This is an optimization exercise on Yosys and OpenROAD, whose aim is small area, a short achievable clock period and few clock cycles per item, not a production implementation. Where RTL was checked, it was by simulation tests only, not by an equivalence proof against the original.

==> flow/design.v (excerpt) <==
module md5(
  input          clock,
  input          reset,
  input  [127:0] io_in,
  input          io_in_valid,
  output [127:0] io_out,
  output         io_out_valid,
  output         io_ready
);
Size: roughly 3,500 cells after synthesis, about 260 I/O pins, roughly 25,000 um^2 of cells after synthesis.
export LEC_CHECK = 0
export ABC_AREA = 1
export CAP_MARGIN = 20
export CORE_MARGIN = 2
export CORE_UTILIZATION = 50
export SLEW_MARGIN = 20
create_clock -name core_clock -period 17.0 [get_ports {clock}]
standard.sh (not shown) runs the stock make flow with config.mk's settings and CLKGATE_MAP_FILE= SYNTH_SCRIPT=/design/flow/synth_recipe.tcl, a recipe that flattens the netlist after the stock synthesis.
==> flow/flow/run.sh <==
#!/bin/bash
set -o pipefail
cd "$(dirname "$0")/.."
export SETUP_SLACK_MARGIN=12.3
export BUFFER_PORTS_ARGS="-buffer_cell sky130_fd_sc_hd__buf_1"
bash standard.sh > standard.log 2>&1
Testbench counts at the start, summed over its fixed seeds: cycles 51,216, items 800.
==> next run, changes <==
--- a/flow/design.v
+++ b/flow/design.v
@@ -5,24 +5,25 @@
   input          io_in_valid,
   output [127:0] io_out,
   output         io_out_valid,
   output         io_ready
 );
   reg [127:0] msg;
   reg [31:0]  b, c, d, p;
+  reg [31:0]  aout;             
   reg [5:0]   cnt;
   reg         busy, ovalid;
   reg [1:0]   ms;               
   reg         mz;               
   reg         ready;            
   wire last = (cnt == 6'd63);
   assign io_ready = ready;
   wire accept = io_ready & io_in_valid;
   assign io_out_valid = ovalid;
-  assign io_out = {p, b, c, d};
+  assign io_out = {aout, b, c, d};
   reg         lastf;            
   reg         l62;              
   wire [5:0] cn = io_ready ? 6'd0 : cnt + 6'd1;
   reg [1:0] ran;
   always @* begin
     case ({cn[5:4], cn[1:0]})
       4'd0: ran = 2'd3;
@@ -45,40 +46,34 @@
     endcase
   end
   wire [3:0] frn = 4'b0001 << cn[5:4];
   wire [3:0] ran1 = 4'b0001 << ran;
   wire [3:0] rbn1 = 4'b0001 << cn[1:0];
   reg [0:0] first_0_q;  always @(posedge clock) first_0_q <= io_ready;
   wire [0:0] first_0 = first_0_q;
-  reg [0:0] first_1_q;  always @(posedge clock) first_1_q <= ~(io_ready);
-  wire [0:0] first_1 = ~first_1_q;
-  reg [0:0] first_2_q;  always @(posedge clock) first_2_q <= (io_ready) | {1{reset}};
-  wire [0:0] first_2 = first_2_q;
-  reg [0:0] first_3_q;  always @(posedge clock) first_3_q <= ~((io_ready) | {1{reset}});
-  wire [0:0] first_3 = ~first_3_q;
-  reg [0:0] first_s_q;  always @(posedge clock) first_s_q <= (io_ready) & ~{1{reset}};
-  wire [0:0] first_s = first_s_q;
-  reg [0:0] first_p_q;  always @(posedge clock) first_p_q <= ~((io_ready) & ~{1{reset}});
-  wire [0:0] first_p = ~first_p_q;
+  reg [0:0] first_s_q;  always @(posedge clock) first_s_q <= ~(io_ready);
+  wire [0:0] first_s = ~first_s_q;
+  reg [0:0] first_p_q;  always @(posedge clock) first_p_q <= (io_ready) | {1{reset}};
+  wire [0:0] first_p = first_p_q;
   reg [3:0] ra_0_q;  always @(posedge clock) ra_0_q <= ran1;
   wire [3:0] ra_0 = ra_0_q;
   reg [3:0] rb_0_q;  always @(posedge clock) rb_0_q <= rbn1;
   wire [3:0] rb_0 = rb_0_q;
-  wire [31:0] firstv = {{8{first_3}}, {8{first_2}}, {8{first_1}}, {8{first_0}}};
+  wire [31:0] firstv = {{32{first_0}}};
   wire [31:0] ra0v = {{32{ra_0[0]}}};
   wire [31:0] rb0v = {{32{rb_0[0]}}};
   wire [31:0] ra1v = {{32{ra_0[1]}}};
   wire [31:0] rb1v = {{32{rb_0[1]}}};
   wire [31:0] ra2v = {{32{ra_0[2]}}};
   wire [31:0] rb2v = {{32{rb_0[2]}}};
   wire [31:0] ra3v = {{32{ra_0[3]}}};
   wire [31:0] rb3v = {{32{rb_0[3]}}};
   reg [31:0] f0, f1;
   wire [31:0] x = (b & f1) | (~b & f0) | (f0 & f1);
-  wire [31:0] y = (firstv & msg[31:0]) | (~firstv & p);
+  wire [31:0] y = p;    
   wire [31:0] sum = x + y;
   wire [31:0] q0 = {sum[27:0], sum[31:28]};
   wire [31:0] q1 = (ra0v & q0) | (ra1v & {q0[30:0], q0[31:31]}) | (ra2v & {q0[29:0], q0[31:30]}) | (ra3v & {q0[28:0], q0[31:29]});
   wire [31:0] q2 = (rb0v & q1) | (rb1v & {q1[26:0], q1[31:27]}) | (rb2v & {q1[21:0], q1[31:22]}) | (rb3v & {q1[15:0], q1[31:16]});
   wire bb0_G0_1 = (b[1] & b[0]);
   wire bb0_P0_5 = (b[5] & b[4]);
   wire bb0_G0_9 = (b[9] | b[8]);
@@ -197,14 +192,15 @@
   wire [63:0] kt27 = 64'h75b629d6d8245fe1;
   wire [63:0] kt28 = 64'h1924aa6492289249;
   wire [63:0] kt29 = 64'hfbae91eebac6baeb;
   wire [63:0] kt30 = 64'hcdaddb36b76ddadd;
   wire [63:0] kt31 = 64'h5b76db6ddb6db76d;
   wire [31:0] kr = {kt31[cnt], kt30[cnt], kt29[cnt], kt28[cnt], kt27[cnt], kt26[cnt], kt25[cnt], kt24[cnt], kt23[cnt], kt22[cnt], kt21[cnt], kt20[cnt], kt19[cnt], kt18[cnt], kt17[cnt], kt16[cnt], kt15[cnt], kt14[cnt], kt13[cnt], kt12[cnt], kt11[cnt], kt10[cnt], kt9[cnt], kt8[cnt], kt7[cnt], kt6[cnt], kt5[cnt], kt4[cnt], kt3[cnt], kt2[cnt], kt1[cnt], kt0[cnt]};
   wire [31:0] dop = first_p ? 32'h0 : d;
+  wire [31:0] pn = dop + mop + kr;
   reg [31:0] kn;
   reg [1:0]  msn;
   reg        mzn;
   always @* begin
     case (cn)
       6'd0: begin kn = 32'hf8fa0bcc; msn = 2'd1; mzn = 1'b0; end
       6'd1: begin kn = 32'h242070db; msn = 2'd2; mzn = 1'b0; end
@@ -405,15 +401,16 @@
     b <= t;
     c <= cn_;
     d <= dn_;
     f0 <= io_ready ? 32'hd76aa477 : f0n;
     f1 <= io_ready ? 32'hd76aa477 : f1n;
     lastf <= (cn == 6'd63);
     l62 <= (cn == 6'd62);
-    p <= dop + mop + kr;
+    p <= io_ready ? io_in[31:0] : pn;
+    aout <= pn;
     cnt <= cn;
     ms <= msn;
     mz <= mzn;
     if (reset) begin
       busy <= 1'b0;
       ovalid <= 1'b0;
       ready <= 1'b1;
After rerunning: Cell count went up by 2.9%; clock-buffer cell count went down by 5; core utilization went up by 1.5 points; routed wire length went up by 9.3%; hold slack is better by 41 ps; cell area went up by 5.8%; critical path depth went down by 29.
For the second run of this note, only the layout was checked, not whether the RTL still works.

==> re-timing with driven ports <==
How much do the figures lean on ideal ports? The routed layouts below were timed once more, with nothing changed but the port constraints.
Step 1 sets driving cells, clkbuf_16 on the clock port and buf_2 on the other inputs (assumed; they add their load-dependent delay and slew).
Step 2 adds t to the input delays and takes it off the output delays; t is the mean of the earliest and latest rising clock arrival at the registers after step 1. Input paths then give back, and output paths get back, about the clock's delay inside the block.
a / b / c = ideal ports / drivers / drivers and shift; a / b = the first two.
run	t, ns	slack for setup (ns)	hold WS [ns]	latest minus earliest clock arrival (ns)	cell pins on the clock port's net
the first run	0.629	12.225 / 12.225 / 12.225	0.446 / 0.446 / 0.446	0.026 / 0.027	1
the second run	0.652	12.283 / 12.219 / 12.288	0.487 / 0.487 / 0.487	0.041 / 0.042	1
After both steps setup and hold are still met in every run listed.
